Context: an optimization exercise on an open-source flow, tuned for small area. The choices shown serve that exercise and are no tape-out recipe. The RTL was checked by simulation tests, not by an equivalence proof against the original design. Power figures rest on the tool's default switching activity, not on a simulated workload.

## flow/config.mk

```make
export PLATFORM = sky130hd
export DESIGN_NAME = Convolution3x3
export DESIGN_NICKNAME = Convolution3x3
export VERILOG_FILES = /design/flow/design.v
export SDC_FILE = /design/flow/constraint.sdc
export NUM_CORES = 4
export LEC_CHECK = 0
export CAP_MARGIN = 20
export CORE_MARGIN = 2
export CORE_UTILIZATION = 40
export SLEW_MARGIN = 20
export SYNTH_HIERARCHICAL = 1
export SYNTH_MINIMUM_KEEP_SIZE = 0
```

## flow/constraint.sdc

```tcl
create_clock -name core_clock -period 10.0 [get_ports {clk}]
set_input_delay 2.0000 -clock core_clock [delete_from_list [all_inputs] [get_ports {clk}]]
set_output_delay 2.0000 -clock core_clock [all_outputs]
set_load 0.01 [all_outputs]
```

## flow/design.v

```verilog
module fa (input a, input b, input c, output s, output co);
  assign s = a ^ b ^ c;
  assign co = (a & b) | (a & c) | (b & c);
endmodule
module ha (input a, input b, output s, output co);
  assign s = a ^ b;
  assign co = a & b;
endmodule
module Convolution3x3 (
    input clk,
    input rst_n,
    input [71:0] input_patch,
    input [71:0] kernel,
    input [7:0] bias,
    output reg [9:0] output_pixel
);
  wire [71:0] px = input_patch;
  wire [71:0] kx = kernel;
  wire [7:0] bx = bias;
  wire pp0_0_0 = ~(px[0] & kx[0]);
  wire pp0_0_1 = ~(px[0] & kx[1]);
  wire pp0_0_2 = ~(px[0] & kx[2]);
  wire pp0_0_3 = ~(px[0] & kx[3]);
  wire pp0_0_4 = ~(px[0] & kx[4]);
  wire pp0_0_5 = ~(px[0] & kx[5]);
  wire pp0_0_6 = ~(px[0] & kx[6]);
  wire pp0_0_7 = ~(px[0] & kx[7]);
  wire pp0_1_0 = ~(px[1] & kx[0]);
  wire pp0_1_1 = ~(px[1] & kx[1]);
  wire pp0_1_2 = ~(px[1] & kx[2]);
  wire pp0_1_3 = ~(px[1] & kx[3]);
  wire pp0_1_4 = ~(px[1] & kx[4]);
  wire pp0_1_5 = ~(px[1] & kx[5]);
  wire pp0_1_6 = ~(px[1] & kx[6]);
  wire pp0_2_0 = ~(px[2] & kx[0]);
  wire pp0_2_1 = ~(px[2] & kx[1]);
  wire pp0_2_2 = ~(px[2] & kx[2]);
  wire pp0_2_3 = ~(px[2] & kx[3]);
  wire pp0_2_4 = ~(px[2] & kx[4]);
  wire pp0_2_5 = ~(px[2] & kx[5]);
  wire pp0_3_0 = ~(px[3] & kx[0]);
  wire pp0_3_1 = ~(px[3] & kx[1]);
  wire pp0_3_2 = ~(px[3] & kx[2]);
  wire pp0_3_3 = ~(px[3] & kx[3]);
  wire pp0_3_4 = ~(px[3] & kx[4]);
  wire pp0_4_0 = ~(px[4] & kx[0]);
  wire pp0_4_1 = ~(px[4] & kx[1]);
  wire pp0_4_2 = ~(px[4] & kx[2]);
  wire pp0_4_3 = ~(px[4] & kx[3]);
  wire pp0_5_0 = ~(px[5] & kx[0]);
  wire pp0_5_1 = ~(px[5] & kx[1]);
  wire pp0_5_2 = ~(px[5] & kx[2]);
  wire pp0_6_0 = ~(px[6] & kx[0]);
  wire pp0_6_1 = ~(px[6] & kx[1]);
  wire pp0_7_0 = ~(px[7] & kx[0]);
  wire pp1_0_0 = ~(px[8] & kx[8]);
  wire pp1_0_1 = ~(px[8] & kx[9]);
  wire pp1_0_2 = ~(px[8] & kx[10]);
  wire pp1_0_3 = ~(px[8] & kx[11]);
  wire pp1_0_4 = ~(px[8] & kx[12]);
  wire pp1_0_5 = ~(px[8] & kx[13]);
  wire pp1_0_6 = ~(px[8] & kx[14]);
  wire pp1_0_7 = ~(px[8] & kx[15]);
  wire pp1_1_0 = ~(px[9] & kx[8]);
  wire pp1_1_1 = ~(px[9] & kx[9]);
  wire pp1_1_2 = ~(px[9] & kx[10]);
  wire pp1_1_3 = ~(px[9] & kx[11]);
  wire pp1_1_4 = ~(px[9] & kx[12]);
  wire pp1_1_5 = ~(px[9] & kx[13]);
  wire pp1_1_6 = ~(px[9] & kx[14]);
  wire pp1_2_0 = ~(px[10] & kx[8]);
  wire pp1_2_1 = ~(px[10] & kx[9]);
  wire pp1_2_2 = ~(px[10] & kx[10]);
  wire pp1_2_3 = ~(px[10] & kx[11]);
  wire pp1_2_4 = ~(px[10] & kx[12]);
  wire pp1_2_5 = ~(px[10] & kx[13]);
  wire pp1_3_0 = ~(px[11] & kx[8]);
  wire pp1_3_1 = ~(px[11] & kx[9]);
  wire pp1_3_2 = ~(px[11] & kx[10]);
  wire pp1_3_3 = ~(px[11] & kx[11]);
  wire pp1_3_4 = ~(px[11] & kx[12]);
  wire pp1_4_0 = ~(px[12] & kx[8]);
  wire pp1_4_1 = ~(px[12] & kx[9]);
  wire pp1_4_2 = ~(px[12] & kx[10]);
  wire pp1_4_3 = ~(px[12] & kx[11]);
  wire pp1_5_0 = ~(px[13] & kx[8]);
  wire pp1_5_1 = ~(px[13] & kx[9]);
  wire pp1_5_2 = ~(px[13] & kx[10]);
  wire pp1_6_0 = ~(px[14] & kx[8]);
  wire pp1_6_1 = ~(px[14] & kx[9]);
  wire pp1_7_0 = ~(px[15] & kx[8]);
  wire pp2_0_0 = ~(px[16] & kx[16]);
  wire pp2_0_1 = ~(px[16] & kx[17]);
  wire pp2_0_2 = ~(px[16] & kx[18]);
  wire pp2_0_3 = ~(px[16] & kx[19]);
  wire pp2_0_4 = ~(px[16] & kx[20]);
  wire pp2_0_5 = ~(px[16] & kx[21]);
  wire pp2_0_6 = ~(px[16] & kx[22]);
  wire pp2_0_7 = ~(px[16] & kx[23]);
  wire pp2_1_0 = ~(px[17] & kx[16]);
  wire pp2_1_1 = ~(px[17] & kx[17]);
  wire pp2_1_2 = ~(px[17] & kx[18]);
  wire pp2_1_3 = ~(px[17] & kx[19]);
  wire pp2_1_4 = ~(px[17] & kx[20]);
  wire pp2_1_5 = ~(px[17] & kx[21]);
  wire pp2_1_6 = ~(px[17] & kx[22]);
  wire pp2_2_0 = ~(px[18] & kx[16]);
  wire pp2_2_1 = ~(px[18] & kx[17]);
  wire pp2_2_2 = ~(px[18] & kx[18]);
  wire pp2_2_3 = ~(px[18] & kx[19]);
  wire pp2_2_4 = ~(px[18] & kx[20]);
  wire pp2_2_5 = ~(px[18] & kx[21]);
  wire pp2_3_0 = ~(px[19] & kx[16]);
  wire pp2_3_1 = ~(px[19] & kx[17]);
  wire pp2_3_2 = ~(px[19] & kx[18]);
  wire pp2_3_3 = ~(px[19] & kx[19]);
  wire pp2_3_4 = ~(px[19] & kx[20]);
  wire pp2_4_0 = ~(px[20] & kx[16]);
  wire pp2_4_1 = ~(px[20] & kx[17]);
  wire pp2_4_2 = ~(px[20] & kx[18]);
  wire pp2_4_3 = ~(px[20] & kx[19]);
  wire pp2_5_0 = ~(px[21] & kx[16]);
  wire pp2_5_1 = ~(px[21] & kx[17]);
  wire pp2_5_2 = ~(px[21] & kx[18]);
  wire pp2_6_0 = ~(px[22] & kx[16]);
  wire pp2_6_1 = ~(px[22] & kx[17]);
  wire pp2_7_0 = ~(px[23] & kx[16]);
  wire pp3_0_0 = ~(px[24] & kx[24]);
  wire pp3_0_1 = ~(px[24] & kx[25]);
  wire pp3_0_2 = ~(px[24] & kx[26]);
  wire pp3_0_3 = ~(px[24] & kx[27]);
  wire pp3_0_4 = ~(px[24] & kx[28]);
  wire pp3_0_5 = ~(px[24] & kx[29]);
  wire pp3_0_6 = ~(px[24] & kx[30]);
  wire pp3_0_7 = ~(px[24] & kx[31]);
  wire pp3_1_0 = ~(px[25] & kx[24]);
  wire pp3_1_1 = ~(px[25] & kx[25]);
  wire pp3_1_2 = ~(px[25] & kx[26]);
  wire pp3_1_3 = ~(px[25] & kx[27]);
  wire pp3_1_4 = ~(px[25] & kx[28]);
  wire pp3_1_5 = ~(px[25] & kx[29]);
  wire pp3_1_6 = ~(px[25] & kx[30]);
  wire pp3_2_0 = ~(px[26] & kx[24]);
  wire pp3_2_1 = ~(px[26] & kx[25]);
  wire pp3_2_2 = ~(px[26] & kx[26]);
  wire pp3_2_3 = ~(px[26] & kx[27]);
  wire pp3_2_4 = ~(px[26] & kx[28]);
  wire pp3_2_5 = ~(px[26] & kx[29]);
  wire pp3_3_0 = ~(px[27] & kx[24]);
  wire pp3_3_1 = ~(px[27] & kx[25]);
  wire pp3_3_2 = ~(px[27] & kx[26]);
  wire pp3_3_3 = ~(px[27] & kx[27]);
  wire pp3_3_4 = ~(px[27] & kx[28]);
  wire pp3_4_0 = ~(px[28] & kx[24]);
  wire pp3_4_1 = ~(px[28] & kx[25]);
  wire pp3_4_2 = ~(px[28] & kx[26]);
  wire pp3_4_3 = ~(px[28] & kx[27]);
  wire pp3_5_0 = ~(px[29] & kx[24]);
  wire pp3_5_1 = ~(px[29] & kx[25]);
  wire pp3_5_2 = ~(px[29] & kx[26]);
  wire pp3_6_0 = ~(px[30] & kx[24]);
  wire pp3_6_1 = ~(px[30] & kx[25]);
  wire pp3_7_0 = ~(px[31] & kx[24]);
  wire pp4_0_0 = ~(px[32] & kx[32]);
  wire pp4_0_1 = ~(px[32] & kx[33]);
  wire pp4_0_2 = ~(px[32] & kx[34]);
  wire pp4_0_3 = ~(px[32] & kx[35]);
  wire pp4_0_4 = ~(px[32] & kx[36]);
  wire pp4_0_5 = ~(px[32] & kx[37]);
  wire pp4_0_6 = ~(px[32] & kx[38]);
  wire pp4_0_7 = ~(px[32] & kx[39]);
  wire pp4_1_0 = ~(px[33] & kx[32]);
  wire pp4_1_1 = ~(px[33] & kx[33]);
  wire pp4_1_2 = ~(px[33] & kx[34]);
  wire pp4_1_3 = ~(px[33] & kx[35]);
  wire pp4_1_4 = ~(px[33] & kx[36]);
  wire pp4_1_5 = ~(px[33] & kx[37]);
  wire pp4_1_6 = ~(px[33] & kx[38]);
  wire pp4_2_0 = ~(px[34] & kx[32]);
  wire pp4_2_1 = ~(px[34] & kx[33]);
  wire pp4_2_2 = ~(px[34] & kx[34]);
  wire pp4_2_3 = ~(px[34] & kx[35]);
  wire pp4_2_4 = ~(px[34] & kx[36]);
  wire pp4_2_5 = ~(px[34] & kx[37]);
  wire pp4_3_0 = ~(px[35] & kx[32]);
  wire pp4_3_1 = ~(px[35] & kx[33]);
  wire pp4_3_2 = ~(px[35] & kx[34]);
  wire pp4_3_3 = ~(px[35] & kx[35]);
  wire pp4_3_4 = ~(px[35] & kx[36]);
  wire pp4_4_0 = ~(px[36] & kx[32]);
  wire pp4_4_1 = ~(px[36] & kx[33]);
  wire pp4_4_2 = ~(px[36] & kx[34]);
  wire pp4_4_3 = ~(px[36] & kx[35]);
  wire pp4_5_0 = ~(px[37] & kx[32]);
  wire pp4_5_1 = ~(px[37] & kx[33]);
  wire pp4_5_2 = ~(px[37] & kx[34]);
  wire pp4_6_0 = ~(px[38] & kx[32]);
  wire pp4_6_1 = ~(px[38] & kx[33]);
  wire pp4_7_0 = ~(px[39] & kx[32]);
  wire pp5_0_0 = ~(px[40] & kx[40]);
  wire pp5_0_1 = ~(px[40] & kx[41]);
  wire pp5_0_2 = ~(px[40] & kx[42]);
  wire pp5_0_3 = ~(px[40] & kx[43]);
  wire pp5_0_4 = ~(px[40] & kx[44]);
  wire pp5_0_5 = ~(px[40] & kx[45]);
  wire pp5_0_6 = ~(px[40] & kx[46]);
  wire pp5_0_7 = ~(px[40] & kx[47]);
  wire pp5_1_0 = ~(px[41] & kx[40]);
  wire pp5_1_1 = ~(px[41] & kx[41]);
  wire pp5_1_2 = ~(px[41] & kx[42]);
  wire pp5_1_3 = ~(px[41] & kx[43]);
  wire pp5_1_4 = ~(px[41] & kx[44]);
  wire pp5_1_5 = ~(px[41] & kx[45]);
  wire pp5_1_6 = ~(px[41] & kx[46]);
  wire pp5_2_0 = ~(px[42] & kx[40]);
  wire pp5_2_1 = ~(px[42] & kx[41]);
  wire pp5_2_2 = ~(px[42] & kx[42]);
  wire pp5_2_3 = ~(px[42] & kx[43]);
  wire pp5_2_4 = ~(px[42] & kx[44]);
  wire pp5_2_5 = ~(px[42] & kx[45]);
  wire pp5_3_0 = ~(px[43] & kx[40]);
  wire pp5_3_1 = ~(px[43] & kx[41]);
  wire pp5_3_2 = ~(px[43] & kx[42]);
  wire pp5_3_3 = ~(px[43] & kx[43]);
  wire pp5_3_4 = ~(px[43] & kx[44]);
  wire pp5_4_0 = ~(px[44] & kx[40]);
  wire pp5_4_1 = ~(px[44] & kx[41]);
  wire pp5_4_2 = ~(px[44] & kx[42]);
  wire pp5_4_3 = ~(px[44] & kx[43]);
  wire pp5_5_0 = ~(px[45] & kx[40]);
  wire pp5_5_1 = ~(px[45] & kx[41]);
  wire pp5_5_2 = ~(px[45] & kx[42]);
  wire pp5_6_0 = ~(px[46] & kx[40]);
  wire pp5_6_1 = ~(px[46] & kx[41]);
  wire pp5_7_0 = ~(px[47] & kx[40]);
  wire pp6_0_0 = ~(px[48] & kx[48]);
  wire pp6_0_1 = ~(px[48] & kx[49]);
  wire pp6_0_2 = ~(px[48] & kx[50]);
  wire pp6_0_3 = ~(px[48] & kx[51]);
  wire pp6_0_4 = ~(px[48] & kx[52]);
  wire pp6_0_5 = ~(px[48] & kx[53]);
  wire pp6_0_6 = ~(px[48] & kx[54]);
  wire pp6_0_7 = ~(px[48] & kx[55]);
  wire pp6_1_0 = ~(px[49] & kx[48]);
  wire pp6_1_1 = ~(px[49] & kx[49]);
  wire pp6_1_2 = ~(px[49] & kx[50]);
  wire pp6_1_3 = ~(px[49] & kx[51]);
  wire pp6_1_4 = ~(px[49] & kx[52]);
  wire pp6_1_5 = ~(px[49] & kx[53]);
  wire pp6_1_6 = ~(px[49] & kx[54]);
  wire pp6_2_0 = ~(px[50] & kx[48]);
  wire pp6_2_1 = ~(px[50] & kx[49]);
  wire pp6_2_2 = ~(px[50] & kx[50]);
  wire pp6_2_3 = ~(px[50] & kx[51]);
  wire pp6_2_4 = ~(px[50] & kx[52]);
  wire pp6_2_5 = ~(px[50] & kx[53]);
  wire pp6_3_0 = ~(px[51] & kx[48]);
  wire pp6_3_1 = ~(px[51] & kx[49]);
  wire pp6_3_2 = ~(px[51] & kx[50]);
  wire pp6_3_3 = ~(px[51] & kx[51]);
  wire pp6_3_4 = ~(px[51] & kx[52]);
  wire pp6_4_0 = ~(px[52] & kx[48]);
  wire pp6_4_1 = ~(px[52] & kx[49]);
  wire pp6_4_2 = ~(px[52] & kx[50]);
  wire pp6_4_3 = ~(px[52] & kx[51]);
  wire pp6_5_0 = ~(px[53] & kx[48]);
  wire pp6_5_1 = ~(px[53] & kx[49]);
  wire pp6_5_2 = ~(px[53] & kx[50]);
  wire pp6_6_0 = ~(px[54] & kx[48]);
  wire pp6_6_1 = ~(px[54] & kx[49]);
  wire pp6_7_0 = ~(px[55] & kx[48]);
  wire pp7_0_0 = ~(px[56] & kx[56]);
  wire pp7_0_1 = ~(px[56] & kx[57]);
  wire pp7_0_2 = ~(px[56] & kx[58]);
  wire pp7_0_3 = ~(px[56] & kx[59]);
  wire pp7_0_4 = ~(px[56] & kx[60]);
  wire pp7_0_5 = ~(px[56] & kx[61]);
  wire pp7_0_6 = ~(px[56] & kx[62]);
  wire pp7_0_7 = ~(px[56] & kx[63]);
  wire pp7_1_0 = ~(px[57] & kx[56]);
  wire pp7_1_1 = ~(px[57] & kx[57]);
  wire pp7_1_2 = ~(px[57] & kx[58]);
  wire pp7_1_3 = ~(px[57] & kx[59]);
  wire pp7_1_4 = ~(px[57] & kx[60]);
  wire pp7_1_5 = ~(px[57] & kx[61]);
  wire pp7_1_6 = ~(px[57] & kx[62]);
  wire pp7_2_0 = ~(px[58] & kx[56]);
  wire pp7_2_1 = ~(px[58] & kx[57]);
  wire pp7_2_2 = ~(px[58] & kx[58]);
  wire pp7_2_3 = ~(px[58] & kx[59]);
  wire pp7_2_4 = ~(px[58] & kx[60]);
  wire pp7_2_5 = ~(px[58] & kx[61]);
  wire pp7_3_0 = ~(px[59] & kx[56]);
  wire pp7_3_1 = ~(px[59] & kx[57]);
  wire pp7_3_2 = ~(px[59] & kx[58]);
  wire pp7_3_3 = ~(px[59] & kx[59]);
  wire pp7_3_4 = ~(px[59] & kx[60]);
  wire pp7_4_0 = ~(px[60] & kx[56]);
  wire pp7_4_1 = ~(px[60] & kx[57]);
  wire pp7_4_2 = ~(px[60] & kx[58]);
  wire pp7_4_3 = ~(px[60] & kx[59]);
  wire pp7_5_0 = ~(px[61] & kx[56]);
  wire pp7_5_1 = ~(px[61] & kx[57]);
  wire pp7_5_2 = ~(px[61] & kx[58]);
  wire pp7_6_0 = ~(px[62] & kx[56]);
  wire pp7_6_1 = ~(px[62] & kx[57]);
  wire pp7_7_0 = ~(px[63] & kx[56]);
  wire pp8_0_0 = ~(px[64] & kx[64]);
  wire pp8_0_1 = ~(px[64] & kx[65]);
  wire pp8_0_2 = ~(px[64] & kx[66]);
  wire pp8_0_3 = ~(px[64] & kx[67]);
  wire pp8_0_4 = ~(px[64] & kx[68]);
  wire pp8_0_5 = ~(px[64] & kx[69]);
  wire pp8_0_6 = ~(px[64] & kx[70]);
  wire pp8_0_7 = ~(px[64] & kx[71]);
  wire pp8_1_0 = ~(px[65] & kx[64]);
  wire pp8_1_1 = ~(px[65] & kx[65]);
  wire pp8_1_2 = ~(px[65] & kx[66]);
  wire pp8_1_3 = ~(px[65] & kx[67]);
  wire pp8_1_4 = ~(px[65] & kx[68]);
  wire pp8_1_5 = ~(px[65] & kx[69]);
  wire pp8_1_6 = ~(px[65] & kx[70]);
  wire pp8_2_0 = ~(px[66] & kx[64]);
  wire pp8_2_1 = ~(px[66] & kx[65]);
  wire pp8_2_2 = ~(px[66] & kx[66]);
  wire pp8_2_3 = ~(px[66] & kx[67]);
  wire pp8_2_4 = ~(px[66] & kx[68]);
  wire pp8_2_5 = ~(px[66] & kx[69]);
  wire pp8_3_0 = ~(px[67] & kx[64]);
  wire pp8_3_1 = ~(px[67] & kx[65]);
  wire pp8_3_2 = ~(px[67] & kx[66]);
  wire pp8_3_3 = ~(px[67] & kx[67]);
  wire pp8_3_4 = ~(px[67] & kx[68]);
  wire pp8_4_0 = ~(px[68] & kx[64]);
  wire pp8_4_1 = ~(px[68] & kx[65]);
  wire pp8_4_2 = ~(px[68] & kx[66]);
  wire pp8_4_3 = ~(px[68] & kx[67]);
  wire pp8_5_0 = ~(px[69] & kx[64]);
  wire pp8_5_1 = ~(px[69] & kx[65]);
  wire pp8_5_2 = ~(px[69] & kx[66]);
  wire pp8_6_0 = ~(px[70] & kx[64]);
  wire pp8_6_1 = ~(px[70] & kx[65]);
  wire pp8_7_0 = ~(px[71] & kx[64]);
  wire bn0 = ~bx[0];
  wire bn1 = ~bx[1];
  wire bn2 = ~bx[2];
  wire bn3 = ~bx[3];
  wire bn4 = ~bx[4];
  wire bn5 = ~bx[5];
  wire bn6 = ~bx[6];
  wire bn7 = ~bx[7];
  wire s1 = ~(bn0 ^ pp0_0_0);
  wire c2 = bn0 | pp0_0_0;
  wire s3, c4;
  fa us3 (pp1_0_0, pp2_0_0, pp3_0_0, s3, c4);
  wire s5, c6;
  fa us5 (pp4_0_0, pp5_0_0, pp6_0_0, s5, c6);
  wire s7, c8;
  fa us7 (pp7_0_0, pp8_0_0, s1, s7, c8);
  wire s9, c10;
  fa us9 (s3, s5, s7, s9, c10);
  wire s11 = ~(bn1 ^ pp0_0_1);
  wire c12 = bn1 | pp0_0_1;
  wire s13, c14;
  fa us13 (pp0_1_0, pp1_0_1, pp1_1_0, s13, c14);
  wire s15, c16;
  fa us15 (pp2_0_1, pp2_1_0, pp3_0_1, s15, c16);
  wire s17, c18;
  fa us17 (pp3_1_0, pp4_0_1, pp4_1_0, s17, c18);
  wire s19, c20;
  fa us19 (pp5_0_1, pp5_1_0, pp6_0_1, s19, c20);
  wire s21, c22;
  fa us21 (pp6_1_0, pp7_0_1, pp7_1_0, s21, c22);
  wire s23, c24;
  fa us23 (pp8_0_1, pp8_1_0, c2, s23, c24);
  wire s25, c26;
  fa us25 (s11, c4, c6, s25, c26);
  wire s27, c28;
  fa us27 (s13, s15, s17, s27, c28);
  wire s29, c30;
  fa us29 (s19, s21, c8, s29, c30);
  wire s31, c32;
  fa us31 (s23, s25, s27, s31, c32);
  wire s33, c34;
  fa us33 (c10, s29, s31, s33, c34);
  wire s35 = ~(bn2 ^ pp0_0_2);
  wire c36 = bn2 | pp0_0_2;
  wire s37, c38;
  fa us37 (pp0_1_1, pp0_2_0, pp1_0_2, s37, c38);
  wire s39, c40;
  fa us39 (pp1_1_1, pp1_2_0, pp2_0_2, s39, c40);
  wire s41, c42;
  fa us41 (pp2_1_1, pp2_2_0, pp3_0_2, s41, c42);
  wire s43, c44;
  fa us43 (pp3_1_1, pp3_2_0, pp4_0_2, s43, c44);
  wire s45, c46;
  fa us45 (pp4_1_1, pp4_2_0, pp5_0_2, s45, c46);
  wire s47, c48;
  fa us47 (pp5_1_1, pp5_2_0, pp6_0_2, s47, c48);
  wire s49, c50;
  fa us49 (pp6_1_1, pp6_2_0, pp7_0_2, s49, c50);
  wire s51, c52;
  fa us51 (pp7_1_1, pp7_2_0, pp8_0_2, s51, c52);
  wire s53, c54;
  fa us53 (pp8_1_1, pp8_2_0, c12, s53, c54);
  wire s55, c56;
  fa us55 (s35, c14, c16, s55, c56);
  wire s57, c58;
  fa us57 (c18, c20, c22, s57, c58);
  wire s59, c60;
  fa us59 (s37, s39, s41, s59, c60);
  wire s61, c62;
  fa us61 (s43, s45, s47, s61, c62);
  wire s63, c64;
  fa us63 (s49, s51, c24, s63, c64);
  wire s65, c66;
  fa us65 (s53, c26, s55, s65, c66);
  wire s67, c68;
  fa us67 (s57, c28, s59, s67, c68);
  wire s69, c70;
  fa us69 (s61, c30, s63, s69, c70);
  wire s71, c72;
  fa us71 (c32, s65, s67, s71, c72);
  wire s73, c74;
  fa us73 (s69, c34, s71, s73, c74);
  wire s75, c76;
  fa us75 (bn3, pp0_0_3, pp0_1_2, s75, c76);
  wire s77, c78;
  fa us77 (pp0_2_1, pp0_3_0, pp1_0_3, s77, c78);
  wire s79, c80;
  fa us79 (pp1_1_2, pp1_2_1, pp1_3_0, s79, c80);
  wire s81, c82;
  fa us81 (pp2_0_3, pp2_1_2, pp2_2_1, s81, c82);
  wire s83, c84;
  fa us83 (pp2_3_0, pp3_0_3, pp3_1_2, s83, c84);
  wire s85, c86;
  fa us85 (pp3_2_1, pp3_3_0, pp4_0_3, s85, c86);
  wire s87, c88;
  fa us87 (pp4_1_2, pp4_2_1, pp4_3_0, s87, c88);
  wire s89, c90;
  fa us89 (pp5_0_3, pp5_1_2, pp5_2_1, s89, c90);
  wire s91, c92;
  fa us91 (pp5_3_0, pp6_0_3, pp6_1_2, s91, c92);
  wire s93, c94;
  fa us93 (pp6_2_1, pp6_3_0, pp7_0_3, s93, c94);
  wire s95, c96;
  fa us95 (pp7_1_2, pp7_2_1, pp7_3_0, s95, c96);
  wire s97, c98;
  fa us97 (pp8_0_3, pp8_1_2, pp8_2_1, s97, c98);
  wire s99, c100;
  fa us99 (pp8_3_0, c36, c38, s99, c100);
  wire s101, c102;
  fa us101 (c40, c42, c44, s101, c102);
  wire s103, c104;
  fa us103 (c46, c48, c50, s103, c104);
  wire s105, c106;
  fa us105 (c52, s75, s77, s105, c106);
  wire s107, c108;
  fa us107 (s79, s81, s83, s107, c108);
  wire s109, c110;
  fa us109 (s85, s87, s89, s109, c110);
  wire s111, c112;
  fa us111 (s91, s93, s95, s111, c112);
  wire s113, c114;
  fa us113 (s97, c54, c56, s113, c114);
  wire s115, c116;
  fa us115 (c58, s101, s103, s115, c116);
  wire s117, c118;
  fa us117 (s99, c60, c62, s117, c118);
  wire s119, c120;
  fa us119 (s105, s107, s109, s119, c120);
  wire s121, c122;
  fa us121 (s111, c64, c66, s121, c122);
  wire s123, c124;
  fa us123 (s113, c68, s115, s123, c124);
  wire s125, c126;
  fa us125 (s117, s119, c70, s125, c126);
  wire s127, c128;
  fa us127 (s121, s123, c72, s127, c128);
  wire s129, c130;
  fa us129 (s125, c74, s127, s129, c130);
  wire s131 = ~(bn4 ^ pp0_0_4);
  wire c132 = bn4 | pp0_0_4;
  wire s133, c134;
  fa us133 (pp0_1_3, pp0_2_2, pp0_3_1, s133, c134);
  wire s135, c136;
  fa us135 (pp0_4_0, pp1_0_4, pp1_1_3, s135, c136);
  wire s137, c138;
  fa us137 (pp1_2_2, pp1_3_1, pp1_4_0, s137, c138);
  wire s139, c140;
  fa us139 (pp2_0_4, pp2_1_3, pp2_2_2, s139, c140);
  wire s141, c142;
  fa us141 (pp2_3_1, pp2_4_0, pp3_0_4, s141, c142);
  wire s143, c144;
  fa us143 (pp3_1_3, pp3_2_2, pp3_3_1, s143, c144);
  wire s145, c146;
  fa us145 (pp3_4_0, pp4_0_4, pp4_1_3, s145, c146);
  wire s147, c148;
  fa us147 (pp4_2_2, pp4_3_1, pp4_4_0, s147, c148);
  wire s149, c150;
  fa us149 (pp5_0_4, pp5_1_3, pp5_2_2, s149, c150);
  wire s151, c152;
  fa us151 (pp5_3_1, pp5_4_0, pp6_0_4, s151, c152);
  wire s153, c154;
  fa us153 (pp6_1_3, pp6_2_2, pp6_3_1, s153, c154);
  wire s155, c156;
  fa us155 (pp6_4_0, pp7_0_4, pp7_1_3, s155, c156);
  wire s157, c158;
  fa us157 (pp7_2_2, pp7_3_1, pp7_4_0, s157, c158);
  wire s159, c160;
  fa us159 (pp8_0_4, pp8_1_3, pp8_2_2, s159, c160);
  wire s161, c162;
  fa us161 (pp8_3_1, pp8_4_0, s131, s161, c162);
  wire s163, c164;
  fa us163 (c76, c78, c80, s163, c164);
  wire s165, c166;
  fa us165 (c82, c84, c86, s165, c166);
  wire s167, c168;
  fa us167 (c88, c90, c92, s167, c168);
  wire s169, c170;
  fa us169 (c94, c96, c98, s169, c170);
  wire s171, c172;
  fa us171 (s133, s135, s137, s171, c172);
  wire s173, c174;
  fa us173 (s139, s141, s143, s173, c174);
  wire s175, c176;
  fa us175 (s145, s147, s149, s175, c176);
  wire s177, c178;
  fa us177 (s151, s153, s155, s177, c178);
  wire s179, c180;
  fa us179 (s157, s159, s161, s179, c180);
  wire s181, c182;
  fa us181 (c100, c102, c104, s181, c182);
  wire s183, c184;
  fa us183 (s163, s165, s167, s183, c184);
  wire s185, c186;
  fa us185 (s169, c106, c108, s185, c186);
  wire s187, c188;
  fa us187 (c110, c112, s171, s187, c188);
  wire s189, c190;
  fa us189 (s173, s175, s177, s189, c190);
  wire s191, c192;
  fa us191 (s179, c114, c116, s191, c192);
  wire s193, c194;
  fa us193 (c118, s181, c120, s193, c194);
  wire s195, c196;
  fa us195 (s183, s185, s187, s195, c196);
  wire s197, c198;
  fa us197 (s189, c122, c124, s197, c198);
  wire s199, c200;
  fa us199 (s191, s193, s195, s199, c200);
  wire s201, c202;
  fa us201 (c126, c128, s197, s201, c202);
  wire s203, c204;
  fa us203 (s199, c130, s201, s203, c204);
  wire s205 = ~(bn5 ^ pp0_0_5);
  wire c206 = bn5 | pp0_0_5;
  wire s207, c208;
  fa us207 (pp0_1_4, pp0_2_3, pp0_3_2, s207, c208);
  wire s209, c210;
  fa us209 (pp0_4_1, pp0_5_0, pp1_0_5, s209, c210);
  wire s211, c212;
  fa us211 (pp1_1_4, pp1_2_3, pp1_3_2, s211, c212);
  wire s213, c214;
  fa us213 (pp1_4_1, pp1_5_0, pp2_0_5, s213, c214);
  wire s215, c216;
  fa us215 (pp2_1_4, pp2_2_3, pp2_3_2, s215, c216);
  wire s217, c218;
  fa us217 (pp2_4_1, pp2_5_0, pp3_0_5, s217, c218);
  wire s219, c220;
  fa us219 (pp3_1_4, pp3_2_3, pp3_3_2, s219, c220);
  wire s221, c222;
  fa us221 (pp3_4_1, pp3_5_0, pp4_0_5, s221, c222);
  wire s223, c224;
  fa us223 (pp4_1_4, pp4_2_3, pp4_3_2, s223, c224);
  wire s225, c226;
  fa us225 (pp4_4_1, pp4_5_0, pp5_0_5, s225, c226);
  wire s227, c228;
  fa us227 (pp5_1_4, pp5_2_3, pp5_3_2, s227, c228);
  wire s229, c230;
  fa us229 (pp5_4_1, pp5_5_0, pp6_0_5, s229, c230);
  wire s231, c232;
  fa us231 (pp6_1_4, pp6_2_3, pp6_3_2, s231, c232);
  wire s233, c234;
  fa us233 (pp6_4_1, pp6_5_0, pp7_0_5, s233, c234);
  wire s235, c236;
  fa us235 (pp7_1_4, pp7_2_3, pp7_3_2, s235, c236);
  wire s237, c238;
  fa us237 (pp7_4_1, pp7_5_0, pp8_0_5, s237, c238);
  wire s239, c240;
  fa us239 (pp8_1_4, pp8_2_3, pp8_3_2, s239, c240);
  wire s241, c242;
  fa us241 (pp8_4_1, pp8_5_0, c132, s241, c242);
  wire s243, c244;
  fa us243 (s205, c134, c136, s243, c244);
  wire s245, c246;
  fa us245 (c138, c140, c142, s245, c246);
  wire s247, c248;
  fa us247 (c144, c146, c148, s247, c248);
  wire s249, c250;
  fa us249 (c150, c152, c154, s249, c250);
  wire s251, c252;
  fa us251 (c156, c158, c160, s251, c252);
  wire s253, c254;
  fa us253 (s207, s209, s211, s253, c254);
  wire s255, c256;
  fa us255 (s213, s215, s217, s255, c256);
  wire s257, c258;
  fa us257 (s219, s221, s223, s257, c258);
  wire s259, c260;
  fa us259 (s225, s227, s229, s259, c260);
  wire s261, c262;
  fa us261 (s231, s233, s235, s261, c262);
  wire s263, c264;
  fa us263 (s237, s239, c162, s263, c264);
  wire s265, c266;
  fa us265 (s241, c164, c166, s265, c266);
  wire s267, c268;
  fa us267 (c168, c170, s243, s267, c268);
  wire s269, c270;
  fa us269 (s245, s247, s249, s269, c270);
  wire s271, c272;
  fa us271 (s251, c172, c174, s271, c272);
  wire s273, c274;
  fa us273 (c176, c178, s253, s273, c274);
  wire s275, c276;
  fa us275 (s255, s257, s259, s275, c276);
  wire s277, c278;
  fa us277 (s261, c180, s263, s277, c278);
  wire s279, c280;
  fa us279 (c182, c184, c186, s279, c280);
  wire s281, c282;
  fa us281 (s265, c188, c190, s281, c282);
  wire s283, c284;
  fa us283 (s267, s269, s271, s283, c284);
  wire s285, c286;
  fa us285 (s273, s275, s277, s285, c286);
  wire s287, c288;
  fa us287 (c192, c194, s279, s287, c288);
  wire s289, c290;
  fa us289 (s281, c196, s283, s289, c290);
  wire s291, c292;
  fa us291 (s285, c198, s287, s291, c292);
  wire s293, c294;
  fa us293 (c200, s289, c202, s293, c294);
  wire s295, c296;
  fa us295 (s291, c204, s293, s295, c296);
  wire s297 = ~(bn6 ^ pp0_0_6);
  wire c298 = bn6 | pp0_0_6;
  wire s299, c300;
  fa us299 (pp0_1_5, pp0_2_4, pp0_3_3, s299, c300);
  wire s301, c302;
  fa us301 (pp0_4_2, pp0_5_1, pp0_6_0, s301, c302);
  wire s303, c304;
  fa us303 (pp1_0_6, pp1_1_5, pp1_2_4, s303, c304);
  wire s305, c306;
  fa us305 (pp1_3_3, pp1_4_2, pp1_5_1, s305, c306);
  wire s307, c308;
  fa us307 (pp1_6_0, pp2_0_6, pp2_1_5, s307, c308);
  wire s309, c310;
  fa us309 (pp2_2_4, pp2_3_3, pp2_4_2, s309, c310);
  wire s311, c312;
  fa us311 (pp2_5_1, pp2_6_0, pp3_0_6, s311, c312);
  wire s313, c314;
  fa us313 (pp3_1_5, pp3_2_4, pp3_3_3, s313, c314);
  wire s315, c316;
  fa us315 (pp3_4_2, pp3_5_1, pp3_6_0, s315, c316);
  wire s317, c318;
  fa us317 (pp4_0_6, pp4_1_5, pp4_2_4, s317, c318);
  wire s319, c320;
  fa us319 (pp4_3_3, pp4_4_2, pp4_5_1, s319, c320);
  wire s321, c322;
  fa us321 (pp4_6_0, pp5_0_6, pp5_1_5, s321, c322);
  wire s323, c324;
  fa us323 (pp5_2_4, pp5_3_3, pp5_4_2, s323, c324);
  wire s325, c326;
  fa us325 (pp5_5_1, pp5_6_0, pp6_0_6, s325, c326);
  wire s327, c328;
  fa us327 (pp6_1_5, pp6_2_4, pp6_3_3, s327, c328);
  wire s329, c330;
  fa us329 (pp6_4_2, pp6_5_1, pp6_6_0, s329, c330);
  wire s331, c332;
  fa us331 (pp7_0_6, pp7_1_5, pp7_2_4, s331, c332);
  wire s333, c334;
  fa us333 (pp7_3_3, pp7_4_2, pp7_5_1, s333, c334);
  wire s335, c336;
  fa us335 (pp7_6_0, pp8_0_6, pp8_1_5, s335, c336);
  wire s337, c338;
  fa us337 (pp8_2_4, pp8_3_3, pp8_4_2, s337, c338);
  wire s339, c340;
  fa us339 (pp8_5_1, pp8_6_0, c206, s339, c340);
  wire s341, c342;
  fa us341 (s297, c208, c210, s341, c342);
  wire s343, c344;
  fa us343 (c212, c214, c216, s343, c344);
  wire s345, c346;
  fa us345 (c218, c220, c222, s345, c346);
  wire s347, c348;
  fa us347 (c224, c226, c228, s347, c348);
  wire s349, c350;
  fa us349 (c230, c232, c234, s349, c350);
  wire s351, c352;
  fa us351 (c236, c238, c240, s351, c352);
  wire s353, c354;
  fa us353 (s299, s301, s303, s353, c354);
  wire s355, c356;
  fa us355 (s305, s307, s309, s355, c356);
  wire s357, c358;
  fa us357 (s311, s313, s315, s357, c358);
  wire s359, c360;
  fa us359 (s317, s319, s321, s359, c360);
  wire s361, c362;
  fa us361 (s323, s325, s327, s361, c362);
  wire s363, c364;
  fa us363 (s329, s331, s333, s363, c364);
  wire s365, c366;
  fa us365 (s335, s337, c242, s365, c366);
  wire s367, c368;
  fa us367 (s339, c244, c246, s367, c368);
  wire s369, c370;
  fa us369 (c248, c250, c252, s369, c370);
  wire s371, c372;
  fa us371 (s341, s343, s345, s371, c372);
  wire s373, c374;
  fa us373 (s347, s349, s351, s373, c374);
  wire s375, c376;
  fa us375 (c254, c256, c258, s375, c376);
  wire s377, c378;
  fa us377 (c260, c262, s353, s377, c378);
  wire s379, c380;
  fa us379 (s355, s357, s359, s379, c380);
  wire s381, c382;
  fa us381 (s361, s363, c264, s381, c382);
  wire s383, c384;
  fa us383 (s365, c266, c268, s383, c384);
  wire s385, c386;
  fa us385 (c270, c272, s367, s385, c386);
  wire s387, c388;
  fa us387 (s369, c274, c276, s387, c388);
  wire s389, c390;
  fa us389 (s371, s373, s375, s389, c390);
  wire s391, c392;
  fa us391 (s377, s379, c278, s391, c392);
  wire s393, c394;
  fa us393 (s381, c280, c282, s393, c394);
  wire s395, c396;
  fa us395 (s383, s385, c284, s395, c396);
  wire s397, c398;
  fa us397 (s387, s389, c286, s397, c398);
  wire s399, c400;
  fa us399 (s391, c288, c290, s399, c400);
  wire s401, c402;
  fa us401 (s393, s395, s397, s401, c402);
  wire s403, c404;
  fa us403 (c292, s399, s401, s403, c404);
  wire s405, c406;
  fa us405 (c294, s403, c296, s405, c406);
  wire x407 = bn7 ^ pp0_0_7;
  wire x408 = pp0_1_6 ^ pp0_2_5;
  wire x409 = pp0_3_4 ^ pp0_4_3;
  wire x410 = pp0_5_2 ^ pp0_6_1;
  wire x411 = pp0_7_0 ^ pp1_0_7;
  wire x412 = pp1_1_6 ^ pp1_2_5;
  wire x413 = pp1_3_4 ^ pp1_4_3;
  wire x414 = pp1_5_2 ^ pp1_6_1;
  wire x415 = pp1_7_0 ^ pp2_0_7;
  wire x416 = pp2_1_6 ^ pp2_2_5;
  wire x417 = pp2_3_4 ^ pp2_4_3;
  wire x418 = pp2_5_2 ^ pp2_6_1;
  wire x419 = pp2_7_0 ^ pp3_0_7;
  wire x420 = pp3_1_6 ^ pp3_2_5;
  wire x421 = pp3_3_4 ^ pp3_4_3;
  wire x422 = pp3_5_2 ^ pp3_6_1;
  wire x423 = pp3_7_0 ^ pp4_0_7;
  wire x424 = pp4_1_6 ^ pp4_2_5;
  wire x425 = pp4_3_4 ^ pp4_4_3;
  wire x426 = pp4_5_2 ^ pp4_6_1;
  wire x427 = pp4_7_0 ^ pp5_0_7;
  wire x428 = pp5_1_6 ^ pp5_2_5;
  wire x429 = pp5_3_4 ^ pp5_4_3;
  wire x430 = pp5_5_2 ^ pp5_6_1;
  wire x431 = pp5_7_0 ^ pp6_0_7;
  wire x432 = pp6_1_6 ^ pp6_2_5;
  wire x433 = pp6_3_4 ^ pp6_4_3;
  wire x434 = pp6_5_2 ^ pp6_6_1;
  wire x435 = pp6_7_0 ^ pp7_0_7;
  wire x436 = pp7_1_6 ^ pp7_2_5;
  wire x437 = pp7_3_4 ^ pp7_4_3;
  wire x438 = pp7_5_2 ^ pp7_6_1;
  wire x439 = pp7_7_0 ^ pp8_0_7;
  wire x440 = pp8_1_6 ^ pp8_2_5;
  wire x441 = pp8_3_4 ^ pp8_4_3;
  wire x442 = pp8_5_2 ^ pp8_6_1;
  wire x443 = pp8_7_0 ^ c298;
  wire x444 = x407 ^ x408;
  wire x445 = x409 ^ x410;
  wire x446 = x411 ^ x412;
  wire x447 = x413 ^ x414;
  wire x448 = x415 ^ x416;
  wire x449 = x417 ^ x418;
  wire x450 = x419 ^ x420;
  wire x451 = x421 ^ x422;
  wire x452 = x423 ^ x424;
  wire x453 = x425 ^ x426;
  wire x454 = x427 ^ x428;
  wire x455 = x429 ^ x430;
  wire x456 = x431 ^ x432;
  wire x457 = x433 ^ x434;
  wire x458 = x435 ^ x436;
  wire x459 = x437 ^ x438;
  wire x460 = x439 ^ x440;
  wire x461 = x441 ^ x442;
  wire x462 = c300 ^ c302;
  wire x463 = c304 ^ c306;
  wire x464 = c308 ^ c310;
  wire x465 = c312 ^ c314;
  wire x466 = c316 ^ c318;
  wire x467 = c320 ^ c322;
  wire x468 = c324 ^ c326;
  wire x469 = c328 ^ c330;
  wire x470 = c332 ^ c334;
  wire x471 = c336 ^ c338;
  wire x472 = x443 ^ x444;
  wire x473 = x445 ^ x446;
  wire x474 = x447 ^ x448;
  wire x475 = x449 ^ x450;
  wire x476 = x451 ^ x452;
  wire x477 = x453 ^ x454;
  wire x478 = x455 ^ x456;
  wire x479 = x457 ^ x458;
  wire x480 = x459 ^ x460;
  wire x481 = x461 ^ c340;
  wire x482 = x462 ^ x463;
  wire x483 = x464 ^ x465;
  wire x484 = x466 ^ x467;
  wire x485 = x468 ^ x469;
  wire x486 = x470 ^ x471;
  wire x487 = x472 ^ x473;
  wire x488 = x474 ^ x475;
  wire x489 = x476 ^ x477;
  wire x490 = x478 ^ x479;
  wire x491 = x480 ^ c342;
  wire x492 = c344 ^ c346;
  wire x493 = c348 ^ c350;
  wire x494 = c352 ^ x481;
  wire x495 = x482 ^ x483;
  wire x496 = x484 ^ x485;
  wire x497 = x486 ^ c354;
  wire x498 = c356 ^ c358;
  wire x499 = c360 ^ c362;
  wire x500 = c364 ^ x487;
  wire x501 = x488 ^ x489;
  wire x502 = x490 ^ c366;
  wire x503 = x491 ^ x492;
  wire x504 = x493 ^ x494;
  wire x505 = x495 ^ x496;
  wire x506 = x497 ^ x498;
  wire x507 = x499 ^ x500;
  wire x508 = x501 ^ c368;
  wire x509 = c370 ^ x502;
  wire x510 = x503 ^ c372;
  wire x511 = c374 ^ c376;
  wire x512 = x504 ^ x505;
  wire x513 = x506 ^ c378;
  wire x514 = c380 ^ x507;
  wire x515 = c382 ^ x508;
  wire x516 = x509 ^ x510;
  wire x517 = x511 ^ x512;
  wire x518 = x513 ^ x514;
  wire x519 = x515 ^ c384;
  wire x520 = c386 ^ x516;
  wire x521 = c388 ^ c390;
  wire x522 = x517 ^ x518;
  wire x523 = c392 ^ x519;
  wire x524 = x520 ^ x521;
  wire x525 = x522 ^ x523;
  wire x526 = c394 ^ c396;
  wire x527 = x524 ^ x525;
  wire x528 = c398 ^ x526;
  wire x529 = x527 ^ x528;
  wire x530 = c400 ^ x529;
  wire x531 = c402 ^ x530;
  wire x532 = x531 ^ c404;
  wire x533 = x532 ^ c406;
  wire [7:0] res;
  assign res[0] = ~s9;
  assign res[1] = ~s33;
  assign res[2] = ~s73;
  assign res[3] = ~s129;
  assign res[4] = ~s203;
  assign res[5] = ~s295;
  assign res[6] = ~s405;
  assign res[7] = x533;
  always @(posedge clk or negedge rst_n) begin
    if (!rst_n) output_pixel <= 10'b0;
    else output_pixel <= {2'b00, res};
  end
endmodule
```

## flow/run.sh

```bash
#!/bin/bash
# synth_recipe.tcl (not shown) runs the flow's synth.tcl, then flattens the netlist and writes it again
# the make line also repeats each setting of config.mk as NAME=value (left out here)
make -C /OpenROAD-flow-scripts/flow DESIGN_CONFIG=/design/flow/config.mk WORK_HOME=/design/flow/orfs CLKGATE_MAP_FILE= SYNTH_SCRIPT=/design/flow/synth_recipe.tcl finish
```

==> impl_metrics.toml, run 1 <==
[run_status]
status = "complete, no violations"

[yosys]
post_synth_arst_share_pct = 100
dominantRegCellSynth = "sky130_fd_sc_hd__dfrtp_1"
synthesis.area_per_instance_sq_um = 9.72
yosys-top-cells-area = "sky130_fd_sc_hd__fa_1, sky130_fd_sc_hd__nand2_1, sky130_fd_sc_hd__xnor2_1"
synthMostInstantiatedCell = "sky130_fd_sc_hd__nand2_1"
synthesis.yosys.warnings = 7
ys_top_cells_by_count = "sky130_fd_sc_hd__nand2_1, sky130_fd_sc_hd__fa_1, sky130_fd_sc_hd__xnor2_1, sky130_fd_sc_hd__xor2_1, sky130_fd_sc_hd__inv_1"
synth_cell_types = 15
synth_edf_count = 0
synth-seq-cells = 8
synthesis.instances = 698
seq_area_frac_synth_pct = 2.95
post_synth_instance_area_sq_mm = 0.00678
post_synth_top_area_share_pct = 58.2
post-synth-top-area-cell = "sky130_fd_sc_hd__fa_1"

[cts]
post_cts_resize_count = 0
cts_htree_levels = 1
clock-sinks = 8
worst_setup_hold_path_clk_slew_ns = 0.04
cts_made_buffers = 3
cts_max_path_bufs = 2
cts_setup_buffers = 0
cts.hold.buffers_added = 0
cts_root_buf = "sky130_fd_sc_hd__clkbuf_16"
cts_tree = "done"

[placement]
post-place-ws_ns = 1.49
gpl.final_weighted_congestion = 0.971
port-buffer-count = 161
dp_hpwl_microns = 22700
placed_cells_incl_taps = 1062
post_dp_cell_area_sq_mm = 0.00856

[routing]
route.vias.total = 5398
drt-initial-drc-count = 447
detail_route.first_pass.iterations = 5
drt-vias-per-instance = 5.07
wl_per_cell_microns = 23.2
routed_wirelength_microns = 24700
drcViolationCount = 0
ant_nets = 0

[worst_setup_path]
critPathMostFrequentCell = "sky130_fd_sc_hd__fa_1"
crit_chain = "clkdlybuf4s50_1 -> nand2_1 -> fa_1 -> fa_1 -> fa_1 -> fa_1 -> fa_1 -> fa_1 -> fa_1 -> fa_1 -> fa_1 -> xnor2_1 -> xnor2_1 -> xnor2_1 -> xnor2_2 -> xnor3_1 -> xnor3_1"
critPathTopFamily = "adder cells"
critical_path_required_ns = 10.09
crit_buf_inv = 1
termination_of_the_worst_setup_path = "output_pixel[7]"
critical_path.startpoint = "kernel[0]"
critPathCaptureType = "register"
worstPathArrival_ns = 8.33
worst-path-max-fanout = 8
startpoint_type = "input port"
critical_path_depth = 17
worst_path_largest_cell_delay_ns = 0.84
cpMaxStageDelayCell = "sky130_fd_sc_hd__clkdlybuf4s50_1"
critical_path_class = "input port to register"

[die]
die_height_microns = 134
floorplan.die.width_microns = 134
die_area_sq_mm = 0.0180
std_cell_rows = 47
placeableCoreArea_sq_mm = 0.0166
initial_core_util_pct = 40.9
ioPinCount = 164

[layout]
regMostFlops = "output_pixel"
area_delta_synth_final_pct = 27.3
design.final.nets = 1204
drive_gt1_share_pct = 0.710
largest_reg_flops = 8
finalInstanceArea_sq_mm = 0.00863
num-fill-cells = 1514
antenna_cells = 0
layout.cells.non_filler = 1065
top_flop_regs = "output_pixel: 8 flops"

[global_routing]
grt_remaining_overflow = 0
grt_usage_pct = 28.5
grt_antenna_before_repair = 0
grt_max_degree = 9
grt_pass1_wl_microns = 37100
grt_pass1_vias = 6172

[power_and_ir_drop]
vdd.ir_drop.worst_mv = 0.650
p_per_area_mw_per_mm2 = 422
leakage_power_summed_over_all_cells_nw = 3.05

[timing]
final_min_period_ns = 8.24
final-setup-viol-count = 0
worst_case_setup_margin_in_the_final_layout_ns = 1.76
timing.final.hold_violations = 0
slew-limit-headroom_pct = 53.0
max_clock_freq_ghz = 0.121
final_max_slew_viol_count = 0
worst_slew_pin_slew_ns = 0.700
timing.setup.tns_ns = 0
rsz0062_at_grt = "no"
final.period_utilization_pct = 82.4

[worst_hold_path]
hold_path.class = "input port to async pin"

[flow_run]
max_cap_violations = 0
[per-module statistics from Yosys, one instance, submodules excluded]
module | copies in the design | cell area [sq um]
fa | 197 | 20.0
Convolution3x3 | 1 | 2840
[cell usage in the layout, fill, tap and decap left out]
master | synthesis | final
sky130_fd_sc_hd__clkbuf_16 | 0 | 3
sky130_fd_sc_hd__xor2_1 | 23 | 23
sky130_fd_sc_hd__nand2_2 | 1 | 1
sky130_fd_sc_hd__inv_1 | 19 | 19
sky130_fd_sc_hd__xnor3_1 | 2 | 2
sky130_fd_sc_hd__conb_1 | 1 | 2
sky130_fd_sc_hd__clkdlybuf4s50_1 | 0 | 161
sky130_fd_sc_hd__xnor2_1 | 98 | 98
sky130_fd_sc_hd__fa_1 | 197 | 197
sky130_fd_sc_hd__and2_1 | 6 | 6
sky130_fd_sc_hd__xnor2_2 | 2 | 2
sky130_fd_sc_hd__dfrtp_1 | 8 | 8
sky130_fd_sc_hd__nand2_1 | 317 | 317
sky130_fd_sc_hd__ha_1 | 6 | 6
[area by class of cell]
type / instances / area (sq um) / share of cell area, %
well taps: 220 / 275 / 3.19
inverters: 19 / 71.3 / 0.826
flip-flops and latches: 8 / 200 / 2.32
multi-input cells: 654 / 6400 / 74.1
repair buffers: 161 / 1610 / 18.7
clock buffers: 3 / 75.1 / 0.870
[report_power, final]
part,internal (mW),leakage [nW],switching (mW)
Combinational,1.84,2.92,1.63
Sequential,0.108,0.0932,0.00411
Clock,0.0514,0.0370,0.0138
Total,2.00,3.05,1.64
[worst min path at each step]
stage / end / slack (ns) / cells past startpoint
floorplan: output_pixel[0] / 1.70 / 0
CTS: output_pixel[5] / 2.06 / 1
detailed placement: output_pixel[0] / 2.29 / 1
global route: output_pixel[6] / 2.08 / 1
global placement: output_pixel[0] / 2.30 / 1
finish: output_pixel[5] / 2.05 / 1
[logic make-up after synthesis]
family | count (synthesis) | share of synthesized area [%]
other | 1 | 0.0553
buffers and inverters | 37 | 2.77
AND/OR/NAND/NOR | 324 | 18.2
adder cells (fa/ha/maj) | 203 | 59.3
flip-flops | 8 | 2.95
XOR/XNOR | 125 | 16.8
[layer usage]
layer / vias up / routed length (microns) / track usage (%)
li1: 2363 / - / -
met5: - / 0 / 0
met2: 238 / 12200 / 48.6
met1: 2773 / 10000 / 37.4
met4: 0 / 738 / 6.90
met3: 24 / 1770 / 6.05
[metrics by stage]
step / total power, mW / utilization [%] / hold slack [ns]
after floorplan: 2.75 / - / 1.70
after global placement: 3.43 / 51.6 / 2.30
after detailed placement: 3.54 / 51.6 / 2.29
after CTS: 3.65 / 52.0 / 2.06
after global routing: 4.00 / 52.0 / 2.08
final: 3.64 / 52.0 / 2.05
==> inputs of run 2 (changes only) <==
==> flow/flow/run.sh (new file) <==
#!/bin/bash
# Standard ORFS layout (the standard.sh, standard synthesis unchanged), with every
# input and output port buffered by the smallest buffer, sky130_fd_sc_hd__buf_1.
set -euo pipefail
bash standard.sh "BUFFER_PORTS_ARGS=-buffer_cell sky130_fd_sc_hd__buf_1" finish > standard_sh.log 2>&1
==> flow/standard.sh (new file) <==
#!/bin/bash
# synth_recipe.tcl (not shown) runs the flow's synth.tcl, then flattens the netlist and writes it again
# the make line also repeats each setting of config.mk as NAME=value (left out here)
make -C /OpenROAD-flow-scripts/flow DESIGN_CONFIG=/design/flow/config.mk WORK_HOME=/design/flow/orfs CLKGATE_MAP_FILE= SYNTH_SCRIPT=/design/flow/synth_recipe.tcl "${@:-finish}"
--- a/flow/config.mk
+++ b/flow/config.mk
@@ -10,2 +10,3 @@
 export CORE_UTILIZATION = 40
+export CTS_BUF_LIST = sky130_fd_sc_hd__clkbuf_2
 export SLEW_MARGIN = 20
removed: flow/run.sh
==> run 2 against run 1 <==
  * Highest routed layer unchanged
  * Still clean
  * Largest cell class unchanged
  * Core utilization shrank 6.4 points
  * First-iteration DRC count decreased by 13%
  * Cell count did not move
  * Die area did not move
==> impl_metrics.toml, run 2 <==
[die]
floorplan.die.width_microns = 134
std_cell_rows = 47
die_area_sq_mm = 0.0180
initial_core_util_pct = 40.9
ioPinCount = 164
placeableCoreArea_sq_mm = 0.0166
die_height_microns = 134

[worst_setup_path]
critical_path_class = "input port to register"
critPathTopFamily = "adder cells"
critical_path_required_ns = 10.13
startpoint_type = "input port"
worst_path_largest_cell_delay_ns = 0.65
worstPathArrival_ns = 7.84
cpMaxStageDelayCell = "sky130_fd_sc_hd__fa_1"
critPathMostFrequentCell = "sky130_fd_sc_hd__fa_1"
worst-path-max-fanout = 8
critPathCaptureType = "register"
crit_chain = "buf_1 -> nand2_1 -> fa_1 -> fa_1 -> fa_1 -> fa_1 -> fa_1 -> fa_1 -> fa_1 -> fa_1 -> fa_1 -> xnor2_1 -> xnor2_1 -> xnor2_1 -> xnor2_2 -> xnor3_1 -> xnor3_1"
crit_buf_inv = 1

[layout]
drive_gt1_share_pct = 0.710
finalInstanceArea_sq_mm = 0.00756
design.final.nets = 1204
mostFrequentLayoutCell = "sky130_fd_sc_hd__nand2_1"
layout.cells.non_filler = 1065
most_frequent_cells_in_the_layout = "sky130_fd_sc_hd__nand2_1, sky130_fd_sc_hd__fa_1, sky130_fd_sc_hd__buf_1"
area_delta_synth_final_pct = 11.5
top_flop_regs = "output_pixel: 8 flops"
finalCoreUtilization_pct = 45.6
antenna_cells = 0
largest_reg_flops = 8
num-fill-cells = 1684
regMostFlops = "output_pixel"

[cts]
clock-sinks = 8
cts_tree = "done"
cts_root_buf = "sky130_fd_sc_hd__clkbuf_2"
cts_htree_levels = 1
cts_setup_buffers = 0
worst_setup_hold_path_clk_slew_ns = 0.10
post_cts_resize_count = 0
cts.hold.buffers_added = 0
cts_made_buffers = 3
cts_max_path_bufs = 2

[routing]
routed_wirelength_microns = 22700
detail_route.first_pass.iterations = 5
ant_nets = 0
route.vias.total = 5411
drcViolationCount = 0
drt-initial-drc-count = 390
wl_per_cell_microns = 21.3
drt-vias-per-instance = 5.08

[timing]
final_max_slew_viol_count = 0
final_min_period_ns = 7.70
timing.setup.tns_ns = 0
worst_hold_slack_ns = 1.67
max_clock_freq_ghz = 0.130
worst_slew_pin_slew_ns = 0.597
final.period_utilization_pct = 77.0
slew-limit-headroom_pct = 59.9
rsz0062_at_grt = "no"
worst_case_setup_margin_in_the_final_layout_ns = 2.30
final-setup-viol-count = 0
timing.final.hold_violations = 0

[power_and_ir_drop]
p_per_area_mw_per_mm2 = 463
leakage_power_summed_over_all_cells_nw = 2.58
vdd.ir_drop.worst_mv = 0.750
fin_total_pwr_mw = 3.50

[yosys]
post_synth_arst_share_pct = 100
synthesis.instances = 698
seq_area_frac_synth_pct = 2.95
synth_edf_count = 0
dominantRegCellSynth = "sky130_fd_sc_hd__dfrtp_1"
synthMostInstantiatedCell = "sky130_fd_sc_hd__nand2_1"
post-synth-top-area-cell = "sky130_fd_sc_hd__fa_1"
ys_top_cells_by_count = "sky130_fd_sc_hd__nand2_1, sky130_fd_sc_hd__fa_1, sky130_fd_sc_hd__xnor2_1, sky130_fd_sc_hd__xor2_1, sky130_fd_sc_hd__inv_1"
post_synth_instance_area_sq_mm = 0.00678
synthesis.area_per_instance_sq_um = 9.72
synth-seq-cells = 8
synth_cell_types = 15
yosys-top-cells-area = "sky130_fd_sc_hd__fa_1, sky130_fd_sc_hd__nand2_1, sky130_fd_sc_hd__xnor2_1"
post_synth_top_area_share_pct = 58.2
synthesis.yosys.warnings = 7

[placement]
placed_cells_incl_taps = 1062
post_dp_cell_area_sq_mm = 0.00755
gpl.final_weighted_congestion = 0.949
post-place-ws_ns = 2.01
dp_hpwl_microns = 20700
port-buffer-count = 161

[run_status]
status = "complete, no violations"

[global_routing]
grt_max_degree = 9
grt_usage_pct = 26.0
grt_pass1_wl_microns = 34200
grt_pass1_vias = 5874
grt_remaining_overflow = 0
grt_antenna_before_repair = 0

[worst_hold_path]
hold_path.class = "input port to async pin"

[flow_run]
max_cap_violations = 0
run 2: power breakdown:
part	switching, mW	internal, mW
sequential	0.00497	0.107
clock	0.0123	0.00819
combinational	1.58	1.79
run 2: final cells by class:
type	instances	area, sq um	area share, %
Clock buffer	3	15.0	0.199
Sequential cell	8	200	2.65
Multi-Input combinational cell	654	6400	84.6
Tap cell	220	275	3.64
Timing Repair Buffer	161	604	7.99
Inverter	19	71.3	0.943
run 2: path summary, 6_finish.rpt:
kind,startpoint,to,slack (ns),cells past startpoint
max in group asynchronous,rst_n,output_pixel[5],7.97,1
max,kernel[8],output_pixel[7],2.30,17
min in group core_clock,input_patch[64],output_pixel[0],2.50,5
min,rst_n,output_pixel[0],1.67,1
run 2: modules after synthesis, one instance, submodules excluded:
module / copies in the design / flops+latches / cells / cell area, sq um
fa: 197 / 0 / 1 / 20.0
Convolution3x3: 1 / 8 / 501 / 2840
run 2: logic make-up after synthesis:
kind of cell / synth area share, %
other: 0.0553
adders and majority gates: 59.3
buffers and inverters: 2.77
xor gates and xnor gates: 16.8
DFF: 2.95
and+or+nand+nor: 18.2
run 2: metal layers:
metal / global-route usage, % / routed length [microns] / vias up
met3: 3.63 / 1720 / 36
met1: 36.7 / 9410 / 2738
met5: 0 / 0 / -
met4: 8.83 / 971 / 0
met2: 41.5 / 10600 / 280
li1: - / - / 2357

## static timing again, ports no longer ideal
The results above use ideal ports. As a check the final layouts listed here were re-extracted and re-timed, cells and wires unchanged.
Step 1, drivers: a clkbuf_16 drives clk and a buf_2 each remaining input, both assumed.
Step 2 moves the port delays by t, midway between the first and last clock arrival at a register: inputs arrive t later, outputs are due t later. That takes back most of the time a late clock gives input paths.
a / b / c = no drivers / after step 1 / after step 2; a / b = the first two.
run	t (ns)	setup WS [ns]	clock arrival spread, ns	worst slew at a driven data input, ns	pins driven straight from the clock port
run 1	0.251	1.763 / 1.766 / 1.515	0.000 / 0.000	0.06	1
run 2	0.256	2.295 / 2.291 / 2.035	0.022 / 0.022	0.05	1
After both steps setup and hold are still met in every run listed. The setup slack of run 2, which loses most, moves by -0.004 ns with the drivers and by -0.260 ns with both steps.
